What follows belongs to an exercise in optimizing a design on an open flow for small area; a production flow would make more cautious choices. In this exercise RTL edits were held to simulation tests only and were not proved equivalent to the original.

==> 04-15: inputs <==
// fpu_ss_top
module fpu_ss_top (
    input  logic        clk_i,
    input  logic        rst_ni,
    input  logic        x_compressed_valid_i,
    output logic        x_compressed_ready_o,
    input  logic [15:0] x_compressed_instr_i,
    output logic [31:0] x_compressed_resp_instr_o,
    output logic        x_compressed_resp_accept_o,
    input  logic        x_issue_valid_i,
    output logic        x_issue_ready_o,
    input  logic [31:0] x_issue_instr_i,
    input  logic [ 1:0] x_issue_mode_i,
    input  logic [ 3:0] x_issue_id_i,
    input  logic [31:0] x_issue_rs0_i,
    input  logic [31:0] x_issue_rs1_i,
    input  logic [31:0] x_issue_rs2_i,
    input  logic [ 2:0] x_issue_rs_valid_i,
    output logic        x_issue_resp_accept_o,
    output logic        x_issue_resp_writeback_o,
    output logic        x_issue_resp_loadstore_o,
    input  logic        x_commit_valid_i,
    input  logic [ 3:0] x_commit_id_i,
    input  logic        x_commit_kill_i,
    output logic        x_mem_valid_o,
    input  logic        x_mem_ready_i,
    output logic [ 3:0] x_mem_id_o,
    output logic [31:0] x_mem_addr_o,
    output logic [ 1:0] x_mem_mode_o,
    output logic [ 1:0] x_mem_size_o,
    output logic        x_mem_we_o,
    output logic [31:0] x_mem_wdata_o,
    input  logic        x_mem_result_valid_i,
    input  logic [31:0] x_mem_result_rdata_i,
    output logic        x_result_valid_o,
    input  logic        x_result_ready_i,
    output logic [ 3:0] x_result_id_o,
    output logic [31:0] x_result_data_o,
    output logic [ 4:0] x_result_rd_o,
    output logic        x_result_we_o,
    output logic [ 2:0] x_result_ecswe_o,
    output logic [ 5:0] x_result_ecsdata_o,
    output logic        fpu_in_valid_o,
    input  logic        fpu_in_ready_i,
    output logic [95:0] fpu_operands_o,
    output logic [ 2:0] fpu_rnd_mode_o,
    output logic [ 4:0] fpu_op_o,
    output logic        fpu_op_mod_o,
    output logic [ 2:0] fpu_src_fmt_o,
    output logic [ 2:0] fpu_src2_fmt_o,
    output logic [ 2:0] fpu_dst_fmt_o,
    output logic [ 1:0] fpu_int_fmt_o,
    output logic        fpu_vectorial_op_o,
    output logic [ 9:0] fpu_tag_o,
    input  logic        fpu_out_valid_i,
    output logic        fpu_out_ready_o,
    input  logic [31:0] fpu_result_i,
    input  logic [ 4:0] fpu_status_i,
    input  logic [ 9:0] fpu_tag_i
);
clock: 15.0 ns
lec_check: 0
abc_clock_period_in_ps: 15000
cap_margin: 20
core_margin: 2
core_utilization: 48
cts_cluster_diameter: 75
cts_cluster_size: 24
setup_slack_margin: 1.0
slew_margin: 20
standard.sh (not shown) runs the stock make flow with config.mk's settings and CLKGATE_MAP_FILE= SYNTH_SCRIPT=/design/flow/synth_recipe.tcl, a recipe that flattens the netlist after the stock synthesis.
==> flow/flow/run.sh <==
#!/bin/bash
# Own layout flow: the standard layout (standard.sh) with these changes.
#  1. Synthesis is the standard flow's synthesis script (synth_recipe.tcl, sourcing ORFS's
#     synth.tcl) with the ABC script replaced by flow/area.abc, an area-oriented
#     mapping (the clock period leaves plenty of slack), and with the register
#     file array module (fpu_ss_regfile) mapped by ABC on its own before the
#     design is flattened (SYNTH_KEEP_MODULES). The registers, their names and
#     cell types are those of the standard synthesis.
#  2. Ports are buffered with sky130_fd_sc_hd__buf_1.
# Each tool's output goes to a log file in this folder.
set -euo pipefail
W=$(pwd)

# synthesis script with the ABC script replaced
sed "s#^source \$::env(SCRIPTS_DIR)/synth_preamble.tcl#&\nset abc_args [lreplace \$abc_args 1 1 $W/flow/area.abc]#" \
  "$FLOW_HOME/scripts/synth.tcl" > "$W/flow_synth.tcl"
grep -q "flow/area.abc" "$W/flow_synth.tcl"
sed "s#source \$::env(SCRIPTS_DIR)/synth.tcl#source $W/flow_synth.tcl#" synth_recipe.tcl > "$W/flow_synth_recipe.tcl"
grep -q "flow_synth.tcl" "$W/flow_synth_recipe.tcl"
# The standard flow's config, and the register file module kept apart until ABC has run
cp config.mk "$W/flow_config.mk"
echo "export SYNTH_KEEP_MODULES = fpu_ss_regfile" >> "$W/flow_config.mk"
sed -e "s#$W/synth_recipe.tcl#$W/flow_synth_recipe.tcl#" -e "s#DESIGN_CONFIG=$W/config.mk#DESIGN_CONFIG=$W/flow_config.mk#" \
  standard.sh > "$W/flow_standard.sh"
grep -q "flow_synth_recipe.tcl" "$W/flow_standard.sh"
grep -q "flow_config.mk" "$W/flow_standard.sh"

bash "$W/flow_standard.sh" synth > "$W/synth.log" 2>&1
bash standard.sh "BUFFER_PORTS_ARGS=-buffer_cell sky130_fd_sc_hd__buf_1" finish > "$W/layout.log" 2>&1
==> flow/flow/area.abc <==
strash
balance
rewrite
refactor
balance
rewrite
rewrite -z
balance
refactor -z
rewrite -z
balance
dch
amap
topo
==> 07-24 (differences from 04-15) <==
Settings changed: CORE_UTILIZATION 48 to 45, CTS_CLUSTER_DIAMETER 75 to 70, CTS_CLUSTER_SIZE 24 to 22, SETUP_SLACK_MARGIN 1.0 to 0.7.
==> 03-19 (differences from 04-15) <==
Settings changed: CORE_UTILIZATION 48 to 45, CTS_CLUSTER_DIAMETER 75 to 70, CTS_CLUSTER_SIZE 24 to 22, SETUP_SLACK_MARGIN 1.0 to 0.5.
==> flow_summary.ini <==
[status]
outcome = complete, no violations

[floorplan]
die_x_um = 343
initial_utilization_pct = 48.3

[placement]
gp_congestion = 1.09

[setup_path]
worst-path-max-fanout = 15
r2r_cells = 24
endpoint = fpu_operands_o[80]
worst_path_max_delay_cell = nand2_1

[detailed_routing]
m1WireLength_mm = 101
avgViaCountPerCell = 8.16
dr_wl_met2_mm = 122

[global_routing]
gr-usage-met3_pct = 30.8

[power]
swShare_pct = 30.4
power.density_mw_per_mm2 = 105

[layout]
final.clkbuf_count = 77
utilization_pct = 57.1
[end of results for 04-15]
==> flow_summary.ini <==
[placement]
gp_congestion = 1.07

[detailed_routing]
dr_wl_met2_mm = 122
avgViaCountPerCell = 7.94

[floorplan]
initial_utilization_pct = 45.3

[setup_path]
endpoint = fpu_operands_o[77]
worst-path-max-fanout = 14

[global_routing]
gr-usage-met3_pct = 25.7

[status]
outcome = complete, no violations
[end of results for 07-24]
==> flow_summary.ini <==
[layout]
final.clkbuf_count = 89
utilization_pct = 53.6

[power]
swShare_pct = 30.1

[status]
outcome = complete, no violations

[global_routing]
gr-usage-met3_pct = 25.6

[detailed_routing]
avgViaCountPerCell = 7.92

[placement]
gp_congestion = 1.07

[setup_path]
worst-path-max-fanout = 14
[end of results for 03-19]

what the ideal ports hide:
How much do the figures lean on ideal ports? The routed layouts below were timed once more, with nothing changed but the port constraints. Step 1, drivers: a clkbuf_16 drives clk_i and a buf_2 each remaining input, both assumed. Step 2 times the ports against the registers' clock, not the clock port: input delays grow and output delays shrink by t, the midpoint of the rising clock arrivals with the driver on. a / b / c = no drivers / after step 1 / after step 2; a / b = the first two.
run | t, ns | setup slack, ns | clock arrival spread, ns | slew at the worst register clock pin (ns) | worst slew at a driven data input, ns
04-15 | 0.800 | 0.827 / 0.797 / 0.797 | 0.052 / 0.052 | 0.11 / 0.11 | 0.39
07-24 | 0.804 | 0.710 / 0.646 / 0.646 | 0.052 / 0.052 | 0.10 / 0.10 | 0.08
03-19 | 0.810 | 0.699 / 0.670 / 0.670 | 0.047 / 0.048 | 0.10 / 0.10 | 0.08
After both steps setup and hold are still met in every run listed. For 07-24, which loses most, drivers alone change the setup slack by -0.064 ns; drivers and shift together by -0.064 ns.
